This design comes from an exercise in tuning for small area, a short achievable clock period and few clock cycles on the open sky130 flow, not from production work. RTL that was checked went through simulation tests only; none was proved equivalent to the original.

## conv
module conv #(parameter AW = 5, parameter DB = 10) (
  input         clk,
  input         rst_n,
  input  [7:0]  ifmap_data,
  output        ifmap_rdy,
  input         ifmap_vld,
  input  [7:0]  weight_data,
  output        weight_rdy,
  input         weight_vld,
  output [31:0] ofmap_data,
  input         ofmap_rdy,
  output        ofmap_vld,
  input  [15:0] config_data,
  output        config_rdy,
  input         config_vld
);
For scale: roughly 10000 cells after synthesis, about 4200 flip-flops, ~74 I/O pins, about 0.17 sq mm of cells after synthesis.
==> flow/config.mk <==
export PLATFORM = sky130hd
export DESIGN_NAME = conv
export DESIGN_NICKNAME = conv
export VERILOG_FILES = /design/flow/design.v
export SDC_FILE = /design/flow/constraint.sdc
export NUM_CORES = 8
export LEC_CHECK = 0
export CAP_MARGIN = 0
export CORE_MARGIN = 2
export CORE_UTILIZATION = 65
export CTS_CLUSTER_DIAMETER = 70
export CTS_CLUSTER_SIZE = 16
export PLACE_DENSITY = 0.8
export SLEW_MARGIN = 0
export TNS_END_PERCENT = 10
==> flow/constraint.sdc <==
create_clock -name core_clock -period 16.0 [get_ports {clk}]
set_input_delay 3.2000 -clock core_clock [delete_from_list [all_inputs] [get_ports {clk}]]
set_output_delay 3.2000 -clock core_clock [all_outputs]
set_load 0.01 [all_outputs]
standard.sh (not shown) runs the stock make flow with config.mk's settings and CLKGATE_MAP_FILE= SYNTH_SCRIPT=/design/flow/synth_recipe.tcl, a recipe that flattens the netlist after the stock synthesis.
==> flow/flow/run.sh <==
#!/bin/bash
# Layout flow: the standard synthesis and ORFS layout, with the post-placement
# timing repair (repair_timing) asked to leave a larger setup margin, so that it
# keeps optimising paths well below the 16 ns clock. The SDC and the clock period
# are the design's own; only the optimisation target of the repair changes.
set -euo pipefail
MARGIN=${MARGIN:-11.5}
# 1. Standard synthesis, unchanged.
bash standard.sh synth > synth.log 2>&1
# 2. Floorplan to final layout with the same ORFS make command, plus the margin.
MAKECMD=$(grep '^make ' standard.sh | sed 's/"\${@:-finish}"//')
eval "$MAKECMD SETUP_SLACK_MARGIN=$MARGIN SKIP_GATE_CLONING=1 finish" > layout.log 2>&1
# 3. Write out/final.def (targets are up to date, so make does nothing here).
bash standard.sh finish > def.log 2>&1
The baseline reached the layout checks and failed them: capacitance limit, slew limit.
Testbench counts at the start, summed over its fixed seeds: cycles 19,358.
Edit:
--- a/flow/flow/run.sh
+++ b/flow/flow/run.sh
@@ -6,3 +6,3 @@
 set -euo pipefail
-MARGIN=${MARGIN:-11.5}
+MARGIN=${MARGIN:-11.7}
 # 1. Standard synthesis, unchanged.
==> flow/config.mk (replaced) <==
export PLATFORM = sky130hd
export DESIGN_NAME = conv
export DESIGN_NICKNAME = conv
export VERILOG_FILES = /design/flow/design.v
export SDC_FILE = /design/flow/constraint.sdc
export NUM_CORES = 8
export LEC_CHECK = 0
export CAP_MARGIN = 20
export CORE_MARGIN = 2
export CORE_UTILIZATION = 65
export CTS_CLUSTER_DIAMETER = 80
export CTS_CLUSTER_SIZE = 20
export PLACE_DENSITY = 0.8
export SLEW_MARGIN = 20
Effect: With this change the flow went through all stages and came out clean; clock skew is higher by 0.031 ns; clock-buffer cell count decreases by 79; maximum frequency falls by about 0.8%; first-iteration DRC count hardly moves; utilization fell by 0.24 points; die area does not change; cell count decreases by about 0.3%.

conv, a different RTL version from the one above (not shown whole).
Size in the first run: ~10000 cells after synthesis, about 4100 flip-flops, about 170000 sq um of cells after synthesis.
clock: 16.0 ns
lec_check: 0
cap_margin: 20
core_margin: 2
core_utilization: 65
cts_cluster_diameter: 80
cts_cluster_size: 20
gpl_timing_driven: 1
place_density: 0.8
slew_margin: 20
==> flow/flow/run.sh <==
#!/bin/bash
# Layout flow: the standard synthesis and ORFS layout, with the post-placement
# timing repair (repair_timing) asked to leave a larger setup margin, so that it
# keeps optimising paths well below the 16 ns clock. The SDC and the clock period
# are the design's own; only the optimisation target of the repair changes.
set -euo pipefail
MARGIN=${MARGIN:-11.5}
# 1. Standard synthesis, unchanged.
bash standard.sh synth > synth.log 2>&1
# 2. Floorplan to final layout with the same ORFS make command, plus the margin.
MAKECMD=$(grep '^make ' standard.sh | sed 's/"\${@:-finish}"//')
eval "$MAKECMD SETUP_SLACK_MARGIN=$MARGIN SKIP_GATE_CLONING=1 finish" > layout.log 2>&1
# 3. Write out/final.def (targets are up to date, so make does nothing here).
bash standard.sh finish > def.log 2>&1
Change:
- CORE_UTILIZATION: 65 -> 72
- GPL_TIMING_DRIVEN: 1 -> default
- PLACE_DENSITY: 0.8 -> 0.85
Result: Worst setup slack got worse by 17 ps; utilization went up by 7.5 points; design area barely changes; synthesized cell count is unchanged; die area went down by 9.6%; wire length went up by 13%; via count went up by about 6.6%; clock skew went up by 25 ps; first-iteration DRC count went up by 29%.
No functional check of the RTL was part of any run of this note.

the baseline:
Another version of the RTL of conv (not shown whole).
For scale: roughly 11000 cells after synthesis, roughly 4100 flip-flops.
export LEC_CHECK = 0
export CAP_MARGIN = 20
export CORE_MARGIN = 2
export CORE_UTILIZATION = 65
export CTS_CLUSTER_DIAMETER = 70
export CTS_CLUSTER_SIZE = 16
export PLACE_DENSITY = 0.8
export SLEW_MARGIN = 20
create_clock -name core_clock -period 16.0 [get_ports {clk}]
Scripts as last shown in full above: flow/flow/run.sh
Testbench counts of the baseline, summed over its fixed seeds: cycles 19,176.
### the baseline -> the candidate
diff --git a/flow/config.mk b/flow/config.mk
--- a/flow/config.mk
+++ b/flow/config.mk
@@ -9,6 +9,6 @@
 export CORE_MARGIN = 2
 export CORE_UTILIZATION = 65
-export CTS_CLUSTER_DIAMETER = 70
-export CTS_CLUSTER_SIZE = 16
+export CTS_CLUSTER_DIAMETER = 90
+export CTS_CLUSTER_SIZE = 20
 export PLACE_DENSITY = 0.8
 export SLEW_MARGIN = 20
==> results.txt <==
- The via count reported for the candidate is lower than the one for the baseline.
- Against the baseline as the reference, the candidate delivers a higher number of buffers inserted by post-CTS setup repair.
- Summary — filler-free cell count of the finished design, the candidate relative to the baseline: lower, by 89.
- Taking the baseline as the reference point, the number of H-tree branching levels of the candidate falls by 1.
- Register-to-register slack for the candidate is higher than for the baseline.
- The candidate has final worst slack above what the baseline had.
- Looking at number of detailed-routing iterations run before antenna repair, the candidate sits below the baseline.
- Minimum clock period: the candidate lower than the baseline

conv with an RTL version that a note above also has.
Size in the first run: about 4200 flip-flops, about 74 I/O pins, roughly 0.17 mm^2 of cells after synthesis.
clock: 16.0 ns
lec_check: 0
cap_margin: 20
core_margin: 2
core_utilization: 65
cts_cluster_diameter: 70
cts_cluster_size: 16
place_density: 0.8
slew_margin: 20
Scripts as last shown in full above: flow/flow/run.sh
The baseline completed without violations.
Testbench counts at the start, summed over its fixed seeds: cycles 19,358.
Rerun with:
TNS_END_PERCENT = 10   (was default)
=> Setup slack barely changes. Count of clock-buffer cells in the layout is unchanged. Cell count stays flat. Worst hold slack is better by 0.011 ns. Area after synthesis does not change. Routed wire length went up by about 0.8%. First-iteration DRC count went up by 2.8%. Synthesized cell count does not change. Global-route usage shrinks by 0.18 points.

== the reference run ==
conv with an RTL version that a note above also has.
Size in the first run: roughly 4100 flip-flops, ~74 I/O pins, about 0.16 sq mm of cells after synthesis.
==> flow/config.mk <==
export PLATFORM = sky130hd
export DESIGN_NAME = conv
export DESIGN_NICKNAME = conv
export VERILOG_FILES = /design/flow/design.v
export SDC_FILE = /design/flow/constraint.sdc
export NUM_CORES = 8
export LEC_CHECK = 0
export CAP_MARGIN = 20
export CORE_MARGIN = 2
export CORE_UTILIZATION = 65
export CTS_CLUSTER_DIAMETER = 70
export CTS_CLUSTER_SIZE = 16
export PLACE_DENSITY = 0.8
export SLEW_MARGIN = 20
==> flow/constraint.sdc <==
create_clock -name core_clock -period 16.0 [get_ports {clk}]
set_input_delay 3.2000 -clock core_clock [delete_from_list [all_inputs] [get_ports {clk}]]
set_output_delay 3.2000 -clock core_clock [all_outputs]
set_load 0.01 [all_outputs]
==> flow/flow/run.sh <==
#!/bin/bash
# Layout flow: the standard synthesis and ORFS layout, with the post-placement
# timing repair (repair_timing) asked to leave a larger setup margin, so that it
# keeps optimising paths well below the 16 ns clock. The SDC and the clock period
# are the design's own; only the optimisation target of the repair changes.
set -euo pipefail
MARGIN=${MARGIN:-11.3}
# 1. Standard synthesis, unchanged.
bash standard.sh synth > synth.log 2>&1
# 2. Floorplan to final layout with the same ORFS make command, plus the margin.
MAKECMD=$(grep '^make ' standard.sh | sed 's/"\${@:-finish}"//')
eval "$MAKECMD SETUP_SLACK_MARGIN=$MARGIN SKIP_GATE_CLONING=1 finish" > layout.log 2>&1
# 3. Write out/final.def (targets are up to date, so make does nothing here).
bash standard.sh finish > def.log 2>&1
Testbench counts of the reference run, summed over its fixed seeds: cycles 19,176.
#### Input delta (the trial run over the reference run)
# the reference run
export LEC_CHECK = 0
export CAP_MARGIN = 20
export CORE_MARGIN = 2
export CORE_UTILIZATION = 65
export CTS_CLUSTER_DIAMETER = 70
export CTS_CLUSTER_SIZE = 16
export PLACE_DENSITY = 0.8
export SLEW_MARGIN = 20
create_clock -name core_clock -period 16.0 [get_ports {clk}]
# the trial run
export LEC_CHECK = 0
export CAP_MARGIN = 20
export CORE_MARGIN = 2
export CORE_UTILIZATION = 65
export CTS_CLUSTER_DIAMETER = 100
export CTS_CLUSTER_SIZE = 24
export PLACE_DENSITY = 0.8
export SLEW_MARGIN = 20
create_clock -name core_clock -period 16.0 [get_ports {clk}]
--- a/flow/flow/run.sh
+++ b/flow/flow/run.sh
@@ -7 +7 @@
-MARGIN=${MARGIN:-11.3}
+MARGIN=${MARGIN:-11.5}
- Comparing the reference run and the trial run, the higher number of non-filler instances in the completed layout is on the reference run.
- Taking the reference run as the reference point, the via count of the trial run falls by 1.2%.
- In the flow results for the reference run and the trial run, the clock insertion delay at the later pin of the skew report is larger on the reference run.
- Looking at met1 capacity usage during global routing, the trial run sits 0.47 points below the reference run.
- Data arrival time of the critical path: the trial run vs the reference run down 0.18 ns
- Cell total after placement of the trial run is on par with the reference run.
- Re share of final layout cell area taken by clock buffers and inverters: the trial run is 1.8 points down on the reference run.

re-timing with driven ports:
No port has a modelled driver above. Below, the same layouts with a new extraction and two added sets of constraints.
Step 1: set_driving_cell puts a clkbuf_16 on clk and a buf_2 on each other input, an assumption about the parent block.
Step 2 moves the port delays by t, midway between the first and last clock arrival at a register: inputs arrive t later, outputs are due t later. That takes back most of the time a late clock gives input paths.
a / b / c = no drivers / after step 1 / after step 2; a / b = the first two.
run | t (ns) | setup slack, ns | worst setup path after step 2 | clock arrival spread, ns | worst data-port slew with drivers (ns)
the first run of note 1 | 1.016 | 11.240 / 11.131 / 10.562 | input to register | 0.089 / 0.088 | 0.05
the second run of note 1 | 1.060 | 11.202 / 11.094 / 10.791 | input to register | 0.130 / 0.129 | 0.05
the first run of note 2 | 1.027 | 11.144 / 11.033 / 10.603 | input to register | 0.090 / 0.090 | 0.06
the second run of note 2 | 1.042 | 11.128 / 11.023 / 10.426 | input to register | 0.115 / 0.116 | 0.06
the baseline | 1.050 | 11.298 / 11.207 / 10.657 | input to register | 0.148 / 0.148 | 0.09
the candidate | 0.996 | 11.331 / 11.241 / 10.700 | input to register | 0.136 / 0.136 | 0.09
the first run of note 4 | 0.984 | 11.280 / 11.172 / 10.756 | input to register | 0.100 / 0.100 | 0.05
the second run of note 4 | 0.994 | 11.280 / 11.170 / 10.380 | input to register | 0.088 / 0.089 | 0.05
the reference run | 1.048 | 11.186 / 11.093 / 10.405 | input to register | 0.132 / 0.131 | 0.08
the trial run | 0.990 | 11.365 / 11.275 / 10.670 | input to register | 0.114 / 0.114 | 0.09
For the second run of note 4, which loses most, drivers alone change the setup slack by -0.110 ns; drivers and shift together by -0.900 ns.
